This design comes from an exercise in tuning for a short achievable clock period and few clock cycles on the open sky130 flow, not from production work.
In this exercise RTL edits were held to simulation tests only and were not proved equivalent to the original.
Power and IR drop assume default switching activity.

==> inputs of nickel <==
==> flow/design.v <==
module mips_soc (
    input wire        clk,
    input wire        rst,
    input wire [ 4:0] ra3,
    input wire [31:0] gpi1,
    input wire [31:0] gpi2,
    input wire [31:0] instr,
    output wire [31:0] rd3,
    output wire [31:0] pc_current,
    output wire        we_dm,
    output wire [31:0] wd_dm,
    output wire [31:0] alu_out,
    output wire [31:0] gpo1,
    output wire [31:0] gpo2
);
  integer i;
  reg  [31:0] pc_q;
  reg  [31:0] rf       [32];
  reg  [31:0] ram      [64];
  reg  [31:0] hi_q, lo_q;
  reg  [31:0] gpo1_q, gpo2_q;
  reg  [ 3:0] n_q;
  reg         go_q;
  reg         err_q;
  reg  [31:0] fres_q;
  reg         e_we;   
  reg  [ 4:0] e_rd;
  reg         e_st, e_ld, e_mul, e_br;
  reg         e_fa, e_fb;   
  reg  [31:0] e_a, e_b, e_imm, e_pc4, e_bta;
  reg  [ 4:0] e_sh;
  reg e_s_add, e_s_sub, e_s_and, e_s_or, e_s_slt, e_s_sll, e_s_srl;
  reg e_s_asum, e_s_ld, e_s_hi, e_s_lo, e_s_pc4;
  reg  [31:0] res_q;   
  reg         m1v, m2v;
  reg  [31:0] ma, mb;
  reg  [47:0] pp0, pp1;
  wire [ 5:0] op = instr[31:26];
  wire [ 4:0] rs = instr[25:21];
  wire [ 4:0] rt = instr[20:16];
  wire [ 4:0] rdf = instr[15:11];
  wire [ 5:0] fn = instr[5:0];
  wire        rtype = (op == 6'h00);
  wire        f_add = rtype && (fn == 6'h20);
  wire        f_sub = rtype && (fn == 6'h22);
  wire        f_and = rtype && (fn == 6'h24);
  wire        f_or = rtype && (fn == 6'h25);
  wire        f_slt = rtype && (fn == 6'h2a);
  wire        f_sll = rtype && (fn == 6'h00);
  wire        f_srl = rtype && (fn == 6'h02);
  wire        f_multu = rtype && (fn == 6'h19);
  wire        f_mfhi = rtype && (fn == 6'h10);
  wire        f_mflo = rtype && (fn == 6'h12);
  wire        f_jr = rtype && (fn == 6'h08);
  wire        f_lw = (op == 6'h23);
  wire        f_sw = (op == 6'h2b);
  wire        f_beq = (op == 6'h04);
  wire        f_addi = (op == 6'h08);
  wire        f_j = (op == 6'h02);
  wire        f_jal = (op == 6'h03);
  wire [31:0] rs_val = (rs == 5'd0) ? 32'd0 : rf[rs];
  wire [31:0] rt_val = (rt == 5'd0) ? 32'd0 : rf[rt];
  wire        dep_rs = e_we && (e_rd == rs);
  wire        dep_rt = e_we && (e_rd == rt);
  wire        f_stall = (f_jr && dep_rs) || ((f_mfhi || f_mflo) && (e_mul || m1v));
  wire        beq_same = (rs == rt);
  wire        beq_dep = !beq_same && (dep_rs || dep_rt);
  wire        f_taken = f_beq && (beq_same || (!beq_dep && (rs_val == rt_val)));
  wire        f_ebr = f_beq && beq_dep;
  wire [31:0] pc4 = pc_q + 32'd4;
  wire [31:0] sext = {{16{instr[15]}}, instr[15:0]};
  wire [31:0] bta = pc4 + {sext[29:0], 2'b00};
  wire [31:0] jta = {pc4[31:28], instr[25:0], 2'b00};
  wire        f_rwr = f_add | f_sub | f_and | f_or | f_slt | f_sll | f_srl | f_mfhi | f_mflo;
  wire [ 4:0] f_wa = f_jal ? 5'd31 : f_rwr ? rdf : rt;
  wire        f_we = (f_rwr | f_addi | f_lw | f_jal) && (f_wa != 5'd0);
  wire [31:0] a = e_fa ? res_q : e_a;
  wire [31:0] b = e_fb ? res_q : e_b;
  wire [31:0] asum = a + e_imm;
  wire [31:0] add = a + b;
  wire [31:0] sub = a - b;
  wire        slt = (a[31] ^ b[31]) ? a[31] : sub[31];
  wire [31:0] sll = b << e_sh;
  wire [31:0] srl = b >> e_sh;
  wire        a_ram = (asum[31:8] == 24'h0);
  wire        a_fact = (asum[31:8] == 24'h8);
  wire        a_gpio = (asum[31:8] == 24'h9);
  reg  [31:0] fact_rd, gpio_rd;
  always_comb begin
    case (asum[3:2])
      2'd0: fact_rd = {28'd0, n_q};
      2'd1: fact_rd = {31'd0, go_q};
      2'd2: fact_rd = {30'd0, err_q, 1'b1};
      default: fact_rd = fres_q;
    endcase
    case (asum[3:2])
      2'd0: gpio_rd = gpi1;
      2'd1: gpio_rd = gpi2;
      2'd2: gpio_rd = gpo1_q;
      default: gpio_rd = gpo2_q;
    endcase
  end
  wire [31:0] ram_q = ram[asum[7:2]];
  wire [31:0] ld = a_fact ? fact_rd : a_gpio ? gpio_rd : ram_q;
  wire [31:0] result =
      ({32{e_s_add}} & add) | ({32{e_s_sub}} & sub) | ({32{e_s_and}} & (a & b)) |
      ({32{e_s_or}} & (a | b)) | {31'd0, e_s_slt & slt} | ({32{e_s_sll}} & sll) |
      ({32{e_s_srl}} & srl) | ({32{e_s_asum}} & asum) | ({32{e_s_ld}} & ld) |
      ({32{e_s_hi}} & hi_q) | ({32{e_s_lo}} & lo_q) | ({32{e_s_pc4}} & e_pc4);
  wire        e_redirect = e_br && (a == b);
  reg  [31:0] fact_tab;
  always_comb begin
    case (n_q)
      4'd0: fact_tab = 32'd0;
      4'd1: fact_tab = 32'd1;
      4'd2: fact_tab = 32'd2;
      4'd3: fact_tab = 32'd6;
      4'd4: fact_tab = 32'd24;
      4'd5: fact_tab = 32'd120;
      4'd6: fact_tab = 32'd720;
      4'd7: fact_tab = 32'd5040;
      4'd8: fact_tab = 32'd40320;
      4'd9: fact_tab = 32'd362880;
      4'd10: fact_tab = 32'd3628800;
      4'd11: fact_tab = 32'd39916800;
      4'd12: fact_tab = 32'd479001600;
      default: fact_tab = 32'd0;
    endcase
  end
  assign pc_current = pc_q;
  assign we_dm = e_st;
  assign alu_out = asum;
  assign wd_dm = b;
  assign gpo1 = gpo1_q;
  assign gpo2 = gpo2_q;
  assign rd3 = (ra3 == 5'd0) ? 32'd0 : rf[ra3];
  wire kill = rst || e_redirect || f_stall;   
  always @(posedge clk) begin
    if (rst) pc_q <= 32'd0;
    else if (e_redirect) pc_q <= e_bta;
    else if (!f_stall) begin
      if (f_taken) pc_q <= bta;
      else if (f_j || f_jal) pc_q <= jta;
      else if (f_jr) pc_q <= rs_val;
      else pc_q <= pc4;
    end
  end
  always @(posedge clk) begin
    e_we     <= !kill && f_we;
    e_st     <= !kill && f_sw;
    e_ld     <= !kill && f_lw;
    e_mul    <= !kill && f_multu;
    e_br     <= !kill && f_ebr;
    e_fa     <= dep_rs;
    e_fb     <= dep_rt;
    e_rd     <= f_wa;
    e_a      <= rs_val;
    e_b      <= rt_val;
    e_imm    <= sext;
    e_sh     <= instr[10:6];
    e_pc4    <= pc4;
    e_bta    <= bta;
    e_s_add  <= f_add;
    e_s_sub  <= f_sub;
    e_s_and  <= f_and;
    e_s_or   <= f_or;
    e_s_slt  <= f_slt;
    e_s_sll  <= f_sll;
    e_s_srl  <= f_srl;
    e_s_asum <= f_addi;
    e_s_ld   <= f_lw;
    e_s_hi   <= f_mfhi;
    e_s_lo   <= f_mflo;
    e_s_pc4  <= f_jal;
    res_q    <= result;
  end
  always @(posedge clk) begin
    if (rst) begin
      for (i = 0; i < 32; i = i + 1) rf[i] <= 32'd0;
      rf[29] <= 32'h100;
    end else if (e_we) rf[e_rd] <= result;
  end
  always @(posedge clk) begin
    if (rst) begin
      for (i = 0; i < 32; i = i + 1) ram[i] <= 32'hFFFFFFFF;
    end else if (e_st && a_ram) ram[asum[7:2]] <= b;
  end
  always @(posedge clk) begin
    if (rst) begin
      gpo1_q <= 32'd0;
      gpo2_q <= 32'd0;
      n_q    <= 4'd0;
      go_q   <= 1'b0;
      err_q  <= 1'b0;
      fres_q <= 32'd0;
    end else if (e_st) begin
      if (a_gpio && asum[3:2] == 2'd2) gpo1_q <= b;
      if (a_gpio && asum[3:2] == 2'd3) gpo2_q <= b;
      if (a_fact && asum[3:2] == 2'd0) n_q <= b[3:0];
      if (a_fact && asum[3:2] == 2'd1) begin
        go_q <= b[0];
        if (b[0]) begin
          if (n_q > 4'd12) err_q <= 1'b1;
          else begin
            err_q  <= 1'b0;
            fres_q <= fact_tab;
          end
        end
      end
    end
  end
  always @(posedge clk) begin
    ma  <= a;
    mb  <= b;
    pp0 <= ma * mb[15:0];
    pp1 <= ma * mb[31:16];
    if (rst) begin
      m1v  <= 1'b0;
      m2v  <= 1'b0;
      hi_q <= 32'd0;
      lo_q <= 32'd0;
    end else begin
      m1v <= e_mul;
      m2v <= m1v;
      if (m2v) {hi_q, lo_q} <= {16'd0, pp0} + {pp1, 16'd0};
    end
  end
endmodule
==> flow/run.sh <==
#!/bin/bash
# synth_recipe.tcl (not shown) runs the flow's synth.tcl, then flattens the netlist and writes it again
# the make line also repeats each setting of config.mk as NAME=value (left out here)
make -C /OpenROAD-flow-scripts/flow DESIGN_CONFIG=/design/flow/config.mk WORK_HOME=/design/flow/orfs CLKGATE_MAP_FILE= SYNTH_SCRIPT=/design/flow/synth_recipe.tcl finish
==> flow/config.mk <==
export PLATFORM = sky130hd
export DESIGN_NAME = mips_soc
export DESIGN_NICKNAME = mips_soc
export VERILOG_FILES = /design/flow/design.v
export SDC_FILE = /design/flow/constraint.sdc
export NUM_CORES = 4
export LEC_CHECK = 0
export ABC_CLOCK_PERIOD_IN_PS = 7000
export CAP_MARGIN = 20
export CORE_MARGIN = 2
export CORE_UTILIZATION = 40
export SETUP_SLACK_MARGIN = 5
export SLEW_MARGIN = 20
==> flow/constraint.sdc <==
create_clock -name core_clock -period 14.0 [get_ports {clk}]
set_input_delay 2.8000 -clock core_clock [delete_from_list [all_inputs] [get_ports {clk}]]
set_output_delay 2.8000 -clock core_clock [all_outputs]
set_load 0.01 [all_outputs]
==> raven: changes against nickel <==
--- a/flow/design.v
+++ b/flow/design.v
@@ -27,14 +27,14 @@
   reg  [ 4:0] e_rd;
   reg         e_st, e_ld, e_mul, e_br;
   reg         e_fa, e_fb;   
-  reg  [31:0] e_a, e_b, e_imm, e_pc4, e_bta;
+  reg  [31:0] e_a, e_b, e_imm, e_pc4, e_bta, e_addr;
   reg  [ 4:0] e_sh;
   reg e_s_add, e_s_sub, e_s_and, e_s_or, e_s_slt, e_s_sll, e_s_srl;
   reg e_s_asum, e_s_ld, e_s_hi, e_s_lo, e_s_pc4;
   reg  [31:0] res_q;   
   reg         m1v, m2v;
   reg  [31:0] ma, mb;
-  reg  [47:0] pp0, pp1;
+  reg  [31:0] p00, p01, p10, p11;
   wire [ 5:0] op = instr[31:26];
   wire [ 4:0] rs = instr[25:21];
   wire [ 4:0] rt = instr[20:16];
@@ -62,7 +62,8 @@
   wire [31:0] rt_val = (rt == 5'd0) ? 32'd0 : rf[rt];
   wire        dep_rs = e_we && (e_rd == rs);
   wire        dep_rt = e_we && (e_rd == rt);
-  wire        f_stall = (f_jr && dep_rs) || ((f_mfhi || f_mflo) && (e_mul || m1v));
+  wire        f_stall = ((f_jr || f_lw || f_sw) && dep_rs) ||
+                        ((f_mfhi || f_mflo) && (e_mul || m1v));
   wire        beq_same = (rs == rt);
   wire        beq_dep = !beq_same && (dep_rs || dep_rt);
   wire        f_taken = f_beq && (beq_same || (!beq_dep && (rs_val == rt_val)));
@@ -71,6 +72,28 @@
   wire [31:0] sext = {{16{instr[15]}}, instr[15:0]};
   wire [31:0] bta = pc4 + {sext[29:0], 2'b00};
   wire [31:0] jta = {pc4[31:28], instr[25:0], 2'b00};
+  wire [31:0] f_addr = rs_val + sext;
+  localparam int NB = 4;
+  reg         bt_v  [NB];
+  reg  [29:0] bt_tag[NB];
+  reg  [29:0] bt_tgt[NB];
+  reg  [ 1:0] bt_ptr;
+  reg  [29:0] last_pc;   
+  reg         last_ok;   
+  reg         bt_hit;
+  reg  [29:0] bt_dst;
+  always_comb begin
+    bt_hit = 1'b0;
+    bt_dst = 30'd0;
+    for (int k = 0; k < NB; k++)
+      if (bt_v[k] && bt_tag[k] == pc_q[31:2]) begin
+        bt_hit = 1'b1;
+        bt_dst = bt_tgt[k];
+      end
+  end
+  wire        f_uncond = f_j || (f_beq && beq_same);
+  wire [31:0] f_utgt = f_j ? jta : bta;
+  wire        bt_fill = f_uncond && last_ok;
   wire        f_rwr = f_add | f_sub | f_and | f_or | f_slt | f_sll | f_srl | f_mfhi | f_mflo;
   wire [ 4:0] f_wa = f_jal ? 5'd31 : f_rwr ? rdf : rt;
   wire        f_we = (f_rwr | f_addi | f_lw | f_jal) && (f_wa != 5'd0);
@@ -82,25 +105,25 @@
   wire        slt = (a[31] ^ b[31]) ? a[31] : sub[31];
   wire [31:0] sll = b << e_sh;
   wire [31:0] srl = b >> e_sh;
-  wire        a_ram = (asum[31:8] == 24'h0);
-  wire        a_fact = (asum[31:8] == 24'h8);
-  wire        a_gpio = (asum[31:8] == 24'h9);
+  wire        a_ram = (e_addr[31:8] == 24'h0);
+  wire        a_fact = (e_addr[31:8] == 24'h8);
+  wire        a_gpio = (e_addr[31:8] == 24'h9);
   reg  [31:0] fact_rd, gpio_rd;
   always_comb begin
-    case (asum[3:2])
+    case (e_addr[3:2])
       2'd0: fact_rd = {28'd0, n_q};
       2'd1: fact_rd = {31'd0, go_q};
       2'd2: fact_rd = {30'd0, err_q, 1'b1};
       default: fact_rd = fres_q;
     endcase
-    case (asum[3:2])
+    case (e_addr[3:2])
       2'd0: gpio_rd = gpi1;
       2'd1: gpio_rd = gpi2;
       2'd2: gpio_rd = gpo1_q;
       default: gpio_rd = gpo2_q;
     endcase
   end
-  wire [31:0] ram_q = ram[asum[7:2]];
+  wire [31:0] ram_q = ram[e_addr[7:2]];
   wire [31:0] ld = a_fact ? fact_rd : a_gpio ? gpio_rd : ram_q;
   wire [31:0] result =
       ({32{e_s_add}} & add) | ({32{e_s_sub}} & sub) | ({32{e_s_and}} & (a & b)) |
@@ -129,7 +152,7 @@
   end
   assign pc_current = pc_q;
   assign we_dm = e_st;
-  assign alu_out = asum;
+  assign alu_out = e_addr;
   assign wd_dm = b;
   assign gpo1 = gpo1_q;
   assign gpo2 = gpo2_q;
@@ -142,6 +165,7 @@
       if (f_taken) pc_q <= bta;
       else if (f_j || f_jal) pc_q <= jta;
       else if (f_jr) pc_q <= rs_val;
+      else if (bt_hit) pc_q <= {bt_dst, 2'b00};
       else pc_q <= pc4;
     end
   end
@@ -160,6 +184,7 @@
     e_sh     <= instr[10:6];
     e_pc4    <= pc4;
     e_bta    <= bta;
+    e_addr   <= f_addr;
     e_s_add  <= f_add;
     e_s_sub  <= f_sub;
     e_s_and  <= f_and;
@@ -176,6 +201,26 @@
   end
   always @(posedge clk) begin
     if (rst) begin
+      for (int k = 0; k < NB; k++) bt_v[k] <= 1'b0;
+      bt_ptr  <= 2'd0;
+      last_ok <= 1'b0;
+    end else begin
+      if (!e_redirect && !f_stall) begin
+        last_pc <= pc_q[31:2];
+        last_ok <= !(f_taken || f_j || f_jal || f_jr || bt_hit);
+        if (bt_fill) begin
+          bt_v[bt_ptr]   <= 1'b1;
+          bt_tag[bt_ptr] <= last_pc;
+          bt_tgt[bt_ptr] <= f_utgt[31:2];
+          bt_ptr <= bt_ptr + 2'd1;
+        end
+      end else if (e_redirect) begin
+        last_ok <= 1'b0;
+      end
+    end
+  end
+  always @(posedge clk) begin
+    if (rst) begin
       for (i = 0; i < 32; i = i + 1) rf[i] <= 32'd0;
       rf[29] <= 32'h100;
     end else if (e_we) rf[e_rd] <= result;
@@ -183,7 +228,7 @@
   always @(posedge clk) begin
     if (rst) begin
       for (i = 0; i < 32; i = i + 1) ram[i] <= 32'hFFFFFFFF;
-    end else if (e_st && a_ram) ram[asum[7:2]] <= b;
+    end else if (e_st && a_ram) ram[e_addr[7:2]] <= b;
   end
   always @(posedge clk) begin
     if (rst) begin
@@ -194,10 +239,10 @@
       err_q  <= 1'b0;
       fres_q <= 32'd0;
     end else if (e_st) begin
-      if (a_gpio && asum[3:2] == 2'd2) gpo1_q <= b;
-      if (a_gpio && asum[3:2] == 2'd3) gpo2_q <= b;
-      if (a_fact && asum[3:2] == 2'd0) n_q <= b[3:0];
-      if (a_fact && asum[3:2] == 2'd1) begin
+      if (a_gpio && e_addr[3:2] == 2'd2) gpo1_q <= b;
+      if (a_gpio && e_addr[3:2] == 2'd3) gpo2_q <= b;
+      if (a_fact && e_addr[3:2] == 2'd0) n_q <= b[3:0];
+      if (a_fact && e_addr[3:2] == 2'd1) begin
         go_q <= b[0];
         if (b[0]) begin
           if (n_q > 4'd12) err_q <= 1'b1;
@@ -212,8 +257,10 @@
   always @(posedge clk) begin
     ma  <= a;
     mb  <= b;
-    pp0 <= ma * mb[15:0];
-    pp1 <= ma * mb[31:16];
+    p00 <= ma[15:0] * mb[15:0];
+    p01 <= ma[15:0] * mb[31:16];
+    p10 <= ma[31:16] * mb[15:0];
+    p11 <= ma[31:16] * mb[31:16];
     if (rst) begin
       m1v  <= 1'b0;
       m2v  <= 1'b0;
@@ -222,7 +269,7 @@
     end else begin
       m1v <= e_mul;
       m2v <= m1v;
-      if (m2v) {hi_q, lo_q} <= {16'd0, pp0} + {pp1, 16'd0};
+      if (m2v) {hi_q, lo_q} <= {p11, p00} + {16'd0, p01, 16'd0} + {16'd0, p10, 16'd0};
     end
   end
 endmodule
==> flow/flow/run.sh (new file) <==
#!/bin/bash
set -euo pipefail
export SETUP_SLACK_MARGIN=7
bash standard.sh finish > standard_flow.log 2>&1
==> flow/standard.sh (new file) <==
#!/bin/bash
# synth_recipe.tcl (not shown) runs the flow's synth.tcl, then flattens the netlist and writes it again
# the make line also repeats each setting of config.mk as NAME=value (left out here)
make -C /OpenROAD-flow-scripts/flow DESIGN_CONFIG=/design/flow/config.mk WORK_HOME=/design/flow/orfs CLKGATE_MAP_FILE= SYNTH_SCRIPT=/design/flow/synth_recipe.tcl "${@:-finish}"
--- a/flow/config.mk
+++ b/flow/config.mk
@@ -8,6 +8,6 @@
 export ABC_CLOCK_PERIOD_IN_PS = 7000
 export CAP_MARGIN = 20
 export CORE_MARGIN = 2
-export CORE_UTILIZATION = 40
-export SETUP_SLACK_MARGIN = 5
+export CORE_UTILIZATION = 55
+export PLACE_DENSITY = 0.65
 export SLEW_MARGIN = 20
removed: flow/run.sh
==> qor summary <==
|  | raven | nickel |
|---|---|---|
| Outcome | finished clean | finished clean |
| Hold-critical path depth | 0 | 2 |
| Worst path arrival time | 5.13 ns | 9.75 ns |
| Power in the clock group | 11,200 uW | 10,400 uW |
| Number of non-clock buffers in the layout | 988 | 821 |
| Synth-to-layout area growth | 12.89% | 11.91% |
| Worst setup skew after layout | 0.1014 ns | 0.1440 ns |
| Time the final worst path needs with I/O delays and setup | 7.935 ns | 9.084 ns |
| Cell count after synthesis | 16,969 | 17,671 |
| Instance count after placement with tap cells included | 21,741 | 23,961 |
| Post-synth cell types | 96 | 93 |
| Grt met2 use | 0.5752 | 0.4608 |
| Upper clock frequency limit | 0.1260 GHz | 0.1101 GHz |
| Row cnt | 233 | 265 |
| Core Footprint | 402,300 um^2 | 521,200 um^2 |
| Launching element type of the critical path | input port | register |
| Power in combinational cells | 19,600 uW | 25,100 uW |
| Net Sw Frac | 0.3859 | 0.4360 |
| Complex-gate fraction of the synthesized area | 0.05586 | 0.08548 |
| Total number of sequential cells | 3,959 | 3,618 |
| Actual transition at the worst max-transition pin | 1.206 ns | 1.342 ns |
| M3 GR Usage | 0.1534 | 0.07708 |
| Number of non-clock inverters in the layout | 1,129 | 1,115 |
Testbench counts of nickel, summed over its fixed seeds: cycles 28,092.
Testbench counts of raven, summed over its fixed seeds: cycles 27,536.

-- re-timing with driven ports --
The results above use ideal ports. As a check the final layouts listed here were re-extracted and re-timed, cells and wires unchanged.
Step 1, drivers: a clkbuf_16 drives clk and a buf_2 each remaining input, both assumed.
Step 2 times the ports against the registers' clock, not the clock port: input delays grow and output delays shrink by t, the midpoint of the rising clock arrivals with the driver on.
Three values: ideal ports, drivers, drivers and shift; two values: the first two.
run	shift t [ns]	slack for setup (ns)	worst slew at a driven data input, ns	cell pins on the clock port's net
nickel	1.143	4.916 / 4.844 / 4.693	0.16	1
raven	1.127	6.065 / 5.656 / 5.656	0.47	1
After both steps every run listed still meets setup and hold. The setup slack of raven, which loses most, moves by -0.409 ns with the drivers and by -0.409 ns with both steps.
